What follows belongs to an exercise in optimizing a design on an open flow for small area, a short achievable clock period and few clock cycles per item; a production flow would make more cautious choices.
At most, simulation tests tie the RTL to the original design; equivalence was not proved.

==> flow/design.v (excerpt) <==
module cordic_top (
	input logic clk,
	input logic rst,
	input logic signed [ 31:0 ] in_din,
	input logic in_we,
	input logic out_re,
	output logic in_full,
	output logic signed [ 1:0 ] [ 15:0 ] out_dout,
	output logic out_empty
);
Size in the first run: about 3800 cells after synthesis, roughly 590 flip-flops.
==> module cordic_xy, before the edit <==
module cordic_xy #(
	parameter SH = 0
)
(
	input  logic sgn,
	input  logic nsgn,
	input  logic [ 15:0 ] x_in,
	input  logic [ 15:0 ] y_in,
	output logic [ 15:0 ] x_out,
	output logic [ 15:0 ] y_out
);
	logic signed [ 15:0 ] xt, yt;
	assign xt = $signed( x_in ) >>> SH;
	assign yt = $signed( y_in ) >>> SH;
	cordic_add #( .W( 16 ) ) u_x ( .a( x_in ), .b( yt ^ { 16{ nsgn } } ), .cin( nsgn ), .s( x_out ) );
	cordic_add #( .W( 16 ) ) u_y ( .a( y_in ), .b( xt ^ { 16{ sgn } } ), .cin( sgn ), .s( y_out ) );
endmodule
==> module cordic_top, before the edit <==
module cordic_top (
	input logic clk,
	input logic rst,
	input logic signed [ 31:0 ] in_din,
	input logic in_we,
	input logic out_re,
	output logic in_full,
	output logic signed [ 1:0 ] [ 15:0 ] out_dout,
	output logic out_empty
);
	localparam logic signed [ 31:0 ]
		PI       = 32'sd51472,
		TWO_PI   = 32'sd102944,
		HALF_PI  = 32'sd25736,
		THREE_HALF_PI = 32'sd77208;
	localparam logic [ 15:0 ] PI_LO = 16'd51472, TWO_PI_LO = 16'd37408;  
	localparam logic [ 31:0 ] RES_ZERO = { 16'sd16383, 16'sd2 };
	logic accept, adv, stuck;
	logic signed [ 31:0 ] r, r_step, src;
	logic [ 16:0 ] e_dout;
	logic e_full, e_full_c;
	logic busy, busy_c, far_in, far_step;
	logic [ 17:0 ] step_lo;
	logic [ 14:0 ] hi_inc, hi_dec;
	localparam logic [ 16:0 ] TWO_PI_17 = 17'd102944, M_TWO_PI_17 = 17'd28128;  
	cordic_add #( .W( 18 ) ) u_step ( .a( { 1'b0, r[ 16:0 ] } ), .b( { 1'b0, r[ 31 ] ? TWO_PI_17 : M_TWO_PI_17 } ),
		.cin( 1'b0 ), .s( step_lo ) );
	assign hi_inc = r[ 31:17 ] + 15'd1;
	assign hi_dec = r[ 31:17 ] - 15'd1;
	assign r_step[ 16:0 ] = step_lo[ 16:0 ];
	assign r_step[ 31:17 ] = r[ 31 ] ? ( step_lo[ 17 ] ? hi_inc : r[ 31:17 ] )
		: ( step_lo[ 17 ] ? r[ 31:17 ] : hi_dec );
	assign far_in = ( in_din > TWO_PI ) || ( in_din < -TWO_PI );
	assign far_step = r[ 31 ] ? ( r < -( TWO_PI <<< 1 ) ) : ( r > ( TWO_PI <<< 1 ) );
	always_ff @( posedge clk ) begin
		if ( accept )
			r <= in_din;
		else if ( busy )
			r <= r_step;
	end
	assign busy_c = accept ? far_in : ( busy & far_step );
	logic signed [ 17:0 ] rs;
	logic sub2, sub1, add2, add1;
	logic [ 15:0 ] z_k, z_red;
	logic f_red;
	assign src = accept ? in_din : r;
	assign rs = src[ 17:0 ];
	always_ff @( posedge clk ) begin
		sub2 <= rs >= THREE_HALF_PI;
		sub1 <= ( rs > HALF_PI ) && ( rs < THREE_HALF_PI );
		add2 <= rs <= -THREE_HALF_PI;
		add1 <= ( rs < -HALF_PI ) && ( rs > -THREE_HALF_PI );
	end
	assign z_k = ( { 16{ sub2 } } & ( -TWO_PI_LO ) ) | ( { 16{ sub1 } } & ( -PI_LO ) ) |
		( { 16{ add2 } } & TWO_PI_LO ) | ( { 16{ add1 } } & PI_LO );
	cordic_add #( .W( 16 ) ) u_red ( .a( e_full ? e_dout[ 15:0 ] : r[ 15:0 ] ), .b( e_full ? 16'd0 : z_k ),
		.cin( 1'b0 ), .s( z_red ) );
	assign f_red = e_full ? e_dout[ 16 ] : ( sub1 | add1 );
	logic p_f;
	logic [ 15:0 ] p_z;
	logic [ 31:0 ] res;
	assign stuck = ~out_empty & ~out_re;
	assign accept = in_we & ~in_full;
	assign adv = ( accept | e_full ) & ~stuck;
	fifo
	hold_inst (
		.clk( clk ),
		.rst( rst ),
		.put( accept & stuck ),
		.take( adv ),
		.din( { f_red, z_red } ),
		.dout( e_dout ),
		.full( e_full ),
		.full_c( e_full_c )
	);
	assign { p_f, p_z } = { f_red, z_red };
	cordic
	cordic_inst (
		.clk( clk ),
		.adv( adv ),
		.in_f( p_f ),
		.in_z( p_z ),
		.res( res )
	);
	logic [ 4:0 ] cnt;       
	logic word_zero, word_res0;
	always_ff @( posedge clk, posedge rst ) begin
		if ( rst )
			cnt <= 5'd0;
		else if ( adv && cnt != 5'd17 )
			cnt <= cnt + 5'd1;
	end
	assign word_zero = cnt < 5'd16;
	assign word_res0 = cnt == 5'd16;
	always_ff @( posedge clk ) begin
		if ( adv ) begin
			if ( word_zero )
				out_dout <= 32'h0;
			else if ( word_res0 )
				out_dout <= RES_ZERO;
			else
				out_dout <= res;
		end
	end
	always_ff @( posedge clk, posedge rst ) begin
		if ( rst ) begin
			out_empty <= 1'b1;
			busy <= 1'b0;
			in_full <= 1'b0;
		end
		else begin
			if ( adv )
				out_empty <= 1'b0;
			else if ( out_re )
				out_empty <= 1'b1;
			busy <= busy_c;
			in_full <= busy_c | busy | e_full_c;
		end
	end
endmodule
export LEC_CHECK = 0
export CAP_MARGIN = 20
export CORE_MARGIN = 2
export CORE_UTILIZATION = 40
export PLACE_DENSITY = 0.6
export SETUP_SLACK_MARGIN = 3.5
export SLEW_MARGIN = 20
create_clock -name core_clock -period 6.0 [get_ports {clk}]
run.sh (not shown) runs the stock make flow with config.mk's settings and CLKGATE_MAP_FILE= SYNTH_SCRIPT=/design/flow/synth_recipe.tcl, a recipe that flattens the netlist after the stock synthesis.
Rerun with:
--- a/flow/design.v
+++ b/flow/design.v
@@ -28,15 +28,17 @@
 	input  logic nsgn,
 	input  logic [ 15:0 ] x_in,
 	input  logic [ 15:0 ] y_in,
 	output logic [ 15:0 ] x_out,
 	output logic [ 15:0 ] y_out
 );
-	logic signed [ 15:0 ] xt, yt;
-	assign xt = $signed( x_in ) >>> SH;
-	assign yt = $signed( y_in ) >>> SH;
+	logic signed [ 15:0 ] xi, yi, xt, yt;
+	assign xi = x_in;
+	assign yi = y_in;
+	assign xt = xi >>> SH;
+	assign yt = yi >>> SH;
 	cordic_add #( .W( 16 ) ) u_x ( .a( x_in ), .b( yt ^ { 16{ nsgn } } ), .cin( nsgn ), .s( x_out ) );
 	cordic_add #( .W( 16 ) ) u_y ( .a( y_in ), .b( xt ^ { 16{ sgn } } ), .cin( sgn ), .s( y_out ) );
 endmodule
 module cordic_add #(
 	parameter W = 16
 )
@@ -299,25 +301,14 @@
 		HALF_PI  = 32'sd25736,
 		THREE_HALF_PI = 32'sd77208;
 	localparam logic [ 15:0 ] PI_LO = 16'd51472, TWO_PI_LO = 16'd37408;  
 	localparam logic [ 31:0 ] RES_ZERO = { 16'sd16383, 16'sd2 };
 	logic accept, adv, stuck;
 	logic signed [ 31:0 ] r, r_step, src;
-	logic [ 16:0 ] e_dout;
-	logic e_full, e_full_c;
 	logic busy, busy_c, far_in, far_step;
-	logic [ 17:0 ] step_lo;
-	logic [ 14:0 ] hi_inc, hi_dec;
-	localparam logic [ 16:0 ] TWO_PI_17 = 17'd102944, M_TWO_PI_17 = 17'd28128;  
-	cordic_add #( .W( 18 ) ) u_step ( .a( { 1'b0, r[ 16:0 ] } ), .b( { 1'b0, r[ 31 ] ? TWO_PI_17 : M_TWO_PI_17 } ),
-		.cin( 1'b0 ), .s( step_lo ) );
-	assign hi_inc = r[ 31:17 ] + 15'd1;
-	assign hi_dec = r[ 31:17 ] - 15'd1;
-	assign r_step[ 16:0 ] = step_lo[ 16:0 ];
-	assign r_step[ 31:17 ] = r[ 31 ] ? ( step_lo[ 17 ] ? hi_inc : r[ 31:17 ] )
-		: ( step_lo[ 17 ] ? r[ 31:17 ] : hi_dec );
+	cordic_add #( .W( 32 ) ) u_step ( .a( r ), .b( r[ 31 ] ? TWO_PI : -TWO_PI ), .cin( 1'b0 ), .s( r_step ) );
 	assign far_in = ( in_din > TWO_PI ) || ( in_din < -TWO_PI );
 	assign far_step = r[ 31 ] ? ( r < -( TWO_PI <<< 1 ) ) : ( r > ( TWO_PI <<< 1 ) );
 	always_ff @( posedge clk ) begin
 		if ( accept )
 			r <= in_din;
 		else if ( busy )
@@ -335,15 +326,16 @@
 		sub1 <= ( rs > HALF_PI ) && ( rs < THREE_HALF_PI );
 		add2 <= rs <= -THREE_HALF_PI;
 		add1 <= ( rs < -HALF_PI ) && ( rs > -THREE_HALF_PI );
 	end
 	assign z_k = ( { 16{ sub2 } } & ( -TWO_PI_LO ) ) | ( { 16{ sub1 } } & ( -PI_LO ) ) |
 		( { 16{ add2 } } & TWO_PI_LO ) | ( { 16{ add1 } } & PI_LO );
-	cordic_add #( .W( 16 ) ) u_red ( .a( e_full ? e_dout[ 15:0 ] : r[ 15:0 ] ), .b( e_full ? 16'd0 : z_k ),
-		.cin( 1'b0 ), .s( z_red ) );
-	assign f_red = e_full ? e_dout[ 16 ] : ( sub1 | add1 );
+	cordic_add #( .W( 16 ) ) u_red ( .a( r[ 15:0 ] ), .b( z_k ), .cin( 1'b0 ), .s( z_red ) );
+	assign f_red = sub1 | add1;
+	logic [ 16:0 ] e_dout;
+	logic e_full, e_full_c;
 	logic p_f;
 	logic [ 15:0 ] p_z;
 	logic [ 31:0 ] res;
 	assign stuck = ~out_empty & ~out_re;
 	assign accept = in_we & ~in_full;
 	assign adv = ( accept | e_full ) & ~stuck;
@@ -355,13 +347,13 @@
 		.take( adv ),
 		.din( { f_red, z_red } ),
 		.dout( e_dout ),
 		.full( e_full ),
 		.full_c( e_full_c )
 	);
-	assign { p_f, p_z } = { f_red, z_red };
+	assign { p_f, p_z } = e_full ? e_dout : { f_red, z_red };
 	cordic
 	cordic_inst (
 		.clk( clk ),
 		.adv( adv ),
 		.in_f( p_f ),
 		.in_z( p_z ),
=> Cell area drops by 2.6%; clock skew climbs by 9.2 ps; wire length climbs by 0.45%; setup slack gets better by 620 ps.
Testbench counts after the change, summed over its fixed seeds: cycles 8,192, items 8,192.
For the first run of this note, only the layout was checked, not whether the RTL still works.

==> separate check: timing with driven ports <==
How much do the figures lean on ideal ports? The routed layouts below were timed once more, with nothing changed but the port constraints. Step 1, drivers: a clkbuf_16 drives clk and a buf_2 each remaining input, both assumed. Step 2 times the ports against the registers' clock, not the clock port: input delays grow and output delays shrink by t, the midpoint of the rising clock arrivals with the driver on. a / b / c = no drivers / after step 1 / after step 2; a / b = the first two.
| run | t, ns | setup WS [ns] | clock arrival spread, ns | cell pins on the clock port's net |
|---|---|---|---|---|
| the first run | 0.693 | 2.309 / 2.309 / 2.309 | 0.032 / 0.032 | 1 |
| the second run | 0.686 | 2.928 / 2.928 / 2.905 | 0.036 / 0.037 | 1 |
After both steps every run listed still meets setup and hold. The setup slack of the second run, which loses most, moves by 0.000 ns with the drivers and by -0.023 ns with both steps.
